Context: an optimization exercise on an open-source flow, tuned for small area and a short achievable clock period. The choices shown serve that exercise and are no tape-out recipe.
In this exercise RTL edits were held to simulation tests only and were not proved equivalent to the original.
The clock port is modelled as an ideal driver; clocking choices that lean on that would not hold on a real chip.

==> flow/design.v (excerpt) <==
module prng (
    input logic [31:0] seed,
    output logic [31:0] rand_num,
    input logic clk,
    input logic rst
);
For scale: roughly 64 flip-flops, about 66 I/O pins, ~5800 um^2 of cells after synthesis.
export LEC_CHECK = 0
export CAP_MARGIN = 20
export CORE_MARGIN = 2
export CORE_UTILIZATION = 50
export CTS_BUF_LIST = sky130_fd_sc_hd__clkbuf_4 sky130_fd_sc_hd__clkbuf_8
export CTS_CLUSTER_DIAMETER = 80
export CTS_CLUSTER_SIZE = 30
export SETUP_SLACK_MARGIN = 3.0
export SLEW_MARGIN = 20
export SYNTH_HIERARCHICAL = 1
create_clock -name core_clock -period 7.0 [get_ports {clk}]
standard.sh (not shown) runs the stock make flow with config.mk's settings and CLKGATE_MAP_FILE= SYNTH_SCRIPT=/design/flow/synth_recipe.tcl, a recipe that flattens the netlist after the stock synthesis.
==> flow/flow/run.sh <==
#!/bin/bash
# Standard layout with two changes: the smallest buffer on each port, and
# useful clock skew between registers after clock tree synthesis (skew.tcl).
export BUFFER_PORTS_ARGS="-buffer_cell sky130_fd_sc_hd__buf_1"
export POST_CTS_TCL="$PWD/flow/skew.tcl"
export SKIP_CTS_REPAIR_TIMING=1
bash standard.sh > standard.log 2>&1
==> flow/flow/skew.py <==
#!/usr/bin/env python3
"""Plan a later clock arrival for registers (useful skew).

usage: skew.py PATHS PERIOD

PATHS holds lines "kind from to slack" as skew.tcl writes them. A delay D[r]
(>= 0) on register r's clock changes a register-to-register path s->e by
D[s] - D[e]. The plan finds the smallest period T such that:
  setup   (PERIOD - slack) + D[s] - D[e] <= T      for register pairs
  hold    slack + D[s] - D[e] >= HOLD_MARGIN
  output  (PERIOD - slack) + D[s] <= T            (the skew may only hurt)
  input   (PERIOD - slack) <= T                   (no gain from the skew)
  D[r] <= DMAX
and prints, for each register that needs a delay, a chain of delay cells.
"""
import sys

DMAX = 1.2
HOLD_MARGIN = 0.3
LEVEL_COST = 0.15
# cells and the delay each adds in front of one register's clock pin (ns)
CELLS = [
    ('sky130_fd_sc_hd__clkbuf_1', 0.09, 3.75),
    ('sky130_fd_sc_hd__dlygate4sd1_1', 0.20, 8.76),
    ('sky130_fd_sc_hd__clkdlybuf4s50_1', 0.46, 10.01),
]

path_file, period = sys.argv[1], float(sys.argv[2])
setup, hold, outp, inp, inhold = {}, {}, {}, {}, {}
regs = set()
for line in open(path_file):
    f = line.split()
    if len(f) != 4:
        continue
    kind, s, e, sl = f[0], f[1], f[2], float(f[3])
    if kind == 'max':
        setup[(s, e)] = min(setup.get((s, e), 1e9), sl)
        regs.update((s, e))
    elif kind == 'min':
        hold[(s, e)] = min(hold.get((s, e), 1e9), sl)
        regs.update((s, e))
    elif kind == 'outmax':
        outp[s] = min(outp.get(s, 1e9), sl)
        regs.add(s)
    elif kind == 'inmax':
        inp[e] = min(inp.get(e, 1e9), sl)
        regs.add(e)
    elif kind == 'inmin':
        inhold[e] = min(inhold.get(e, 1e9), sl)
        regs.add(e)
regs = sorted(regs)
idx = {r: i + 1 for i, r in enumerate(regs)}


def solve(T):
    # difference constraints x[b] >= x[a] + w as edges (a, b, w); longest path
    edges = []
    for r in regs:
        ub = DMAX
        if r in inhold:
            ub = min(ub, max(0.0, inhold[r] - HOLD_MARGIN))
        if r in outp:
            ub = min(ub, T - (period - outp[r]))
        if ub < 0:
            return None
        edges.append((0, idx[r], 0.0))
        edges.append((idx[r], 0, -ub))
    for (s, e), sl in setup.items():
        d = period - sl
        if s == e:
            if d > T:
                return None
            continue
        edges.append((idx[s], idx[e], d - T))
    for (s, e), sl in hold.items():
        if s == e:
            continue
        # D[e] - D[s] <= sl - margin
        edges.append((idx[e], idx[s], -max(0.0, sl - HOLD_MARGIN)))
    for e, sl in inp.items():
        if period - sl > T:
            return None
    n = len(regs) + 1
    x = [0.0] + [-1e18] * (n - 1)
    for it in range(n + 1):
        changed = False
        for a, b, w in edges:
            if x[a] > -1e17 and x[a] + w > x[b] + 1e-9:
                x[b] = x[a] + w
                changed = True
        if not changed:
            return {r: x[idx[r]] for r in regs}
        if x[0] > 1e-9:
            return None
    return None


t0 = max([period - sl for sl in setup.values()] + [period - sl for sl in inp.values()]
         + [period - sl for sl in outp.values()])
lo, hi = 0.0, t0
if solve(hi) is None:
    print(f'# no skew plan (T0 {t0:.3f})')
    sys.exit(0)
for _ in range(40):
    m = (lo + hi) / 2
    if solve(m) is None:
        lo = m
    else:
        hi = m
T = hi
D = solve(T)
print(f'# period without skew {t0:.3f}, with skew {T:.3f}')


CELL_D = {c[0]: c[1] for c in CELLS}


def chain(delta):
    # fewest-area chain of cells whose delay is closest to delta
    best = None
    for a in range(0, 4):
        for b in range(0, 4):
            for c in range(0, 4):
                if a + b + c == 0 or a + b + c > 4:
                    continue
                n = (a, b, c)
                d = sum(k * cell[1] for k, cell in zip(n, CELLS))
                area = sum(k * cell[2] for k, cell in zip(n, CELLS))
                cost = abs(d - delta) + 0.004 * area
                if best is None or cost < best[0]:
                    best = (cost, n)
    out = []
    for k, cell in zip(best[1], CELLS):
        out += [cell[0]] * k
    return out


# Shared delays: the registers are put on a few levels; level k is reached
# through a cascade of delay stages, each stage driving the registers of its
# level and the next stage.
need = sorted((D[r], r) for r in regs if D[r] >= 0.06)
if not need:
    sys.exit(0)
vals = [v for v, _ in need]


def levels_for(k):
    # 1-D k-means on the wanted delays
    cent = [vals[int((i + 0.5) * len(vals) / k)] for i in range(k)]
    for _ in range(50):
        groups = [[] for _ in cent]
        for v in vals:
            groups[min(range(k), key=lambda i: abs(v - cent[i]))].append(v)
        cent = [sum(g) / len(g) if g else c for g, c in zip(groups, cent)]
    err = sum(min(abs(v - c) for c in cent) for v in vals)
    return sorted(cent), err


best = None
for k in range(1, 7):
    cent, err = levels_for(k)
    cost = err + LEVEL_COST * k
    if best is None or cost < best[0]:
        best = (cost, cent)
cent = best[1]
prev = 0.0
real = 0.0
lev_of = {r: min(range(len(cent)), key=lambda i: abs(v - cent[i])) + 1 for v, r in need}
for k, c in enumerate(cent, 1):
    # each stage ends in a stronger buffer that drives its registers and the
    # next stage
    nload = sum(1 for r in lev_of if lev_of[r] == k) + (1 if k < len(cent) else 0)
    driver = ('sky130_fd_sc_hd__clkbuf_8', 0.12) if nload > 3 else ('sky130_fd_sc_hd__clkbuf_4', 0.12)
    rest = c - real - driver[1]
    cells = chain(rest) if rest > 0.05 else []
    cells.append(driver[0])
    real += sum(CELL_D.get(x, driver[1]) for x in cells)
    print('stage', k, f'{c:.3f}', ' '.join(cells))
for v, r in need:
    print('level', r, lev_of[r], f'{v:.3f}')
Other scripts of this flow, unchanged in this note and not shown: flow/flow/skew.tcl
Change:
==> flow/flow/run.sh (replaced) <==
#!/bin/bash
# Standard layout with two changes: the smallest buffer on each port, and
# useful clock skew between registers after clock tree synthesis (skew.tcl).
# Clock tree synthesis adds no dummy loads.
export BUFFER_PORTS_ARGS="-buffer_cell sky130_fd_sc_hd__buf_1"
export POST_CTS_TCL="$PWD/flow/skew.tcl"
export SKIP_CTS_REPAIR_TIMING=1
# clock tree: no dummy loads for balancing (the skew step sets the arrivals)
export CTS_ARGS="-sink_clustering_enable -repair_clock_nets -dont_use_dummy_load -buf_list {sky130_fd_sc_hd__clkbuf_4 sky130_fd_sc_hd__clkbuf_8}"
bash standard.sh > standard.log 2>&1
--- a/flow/flow/skew.py
+++ b/flow/flow/skew.py
@@ -16,7 +16,7 @@
 import sys
 
-DMAX = 1.2
-HOLD_MARGIN = 0.3
-LEVEL_COST = 0.15
+DMAX = 1.5
+HOLD_MARGIN = 0.0
+LEVEL_COST = 0.07
 # cells and the delay each adds in front of one register's clock pin (ns)
 CELLS = [
Settings changed: CTS_CLUSTER_DIAMETER 80 to not set, CTS_CLUSTER_SIZE 30 to not set, HOLD_SLACK_MARGIN set to 0.1, SETUP_SLACK_MARGIN 3.0 to 3.3.
Result: Worst setup slack is better by 160 ps. Final area goes up by a few percent. Core utilization rose by 1.3 points. Via count rises by a few percent.

## what the ideal ports hide
In the flow no input, the clock included, has a driving cell. The finished layouts below were timed again as built, in two steps. Step 1 assumes that a clkbuf_16 drives the clock port and a buf_2 every other input. Step 2, shift: input delay + t, output delay - t, t = (earliest + latest rising clock arrival at the registers) / 2. This alone moves slack from input paths to output paths. Slacks: no drivers / after step 1 / after step 2; pairs: no drivers / after step 1.
run | shift t [ns] | setup WS [ns] | latest minus earliest clock arrival (ns)
the first run | 0.932 | 3.228 / 3.228 / 3.228 | 1.099 / 1.099
the second run | 1.089 | 3.386 / 3.386 / 3.386 | 1.418 / 1.418
In the first run and the second run the clock reaches the registers at very different times; t lies between them, and the last value is a rough guide only.
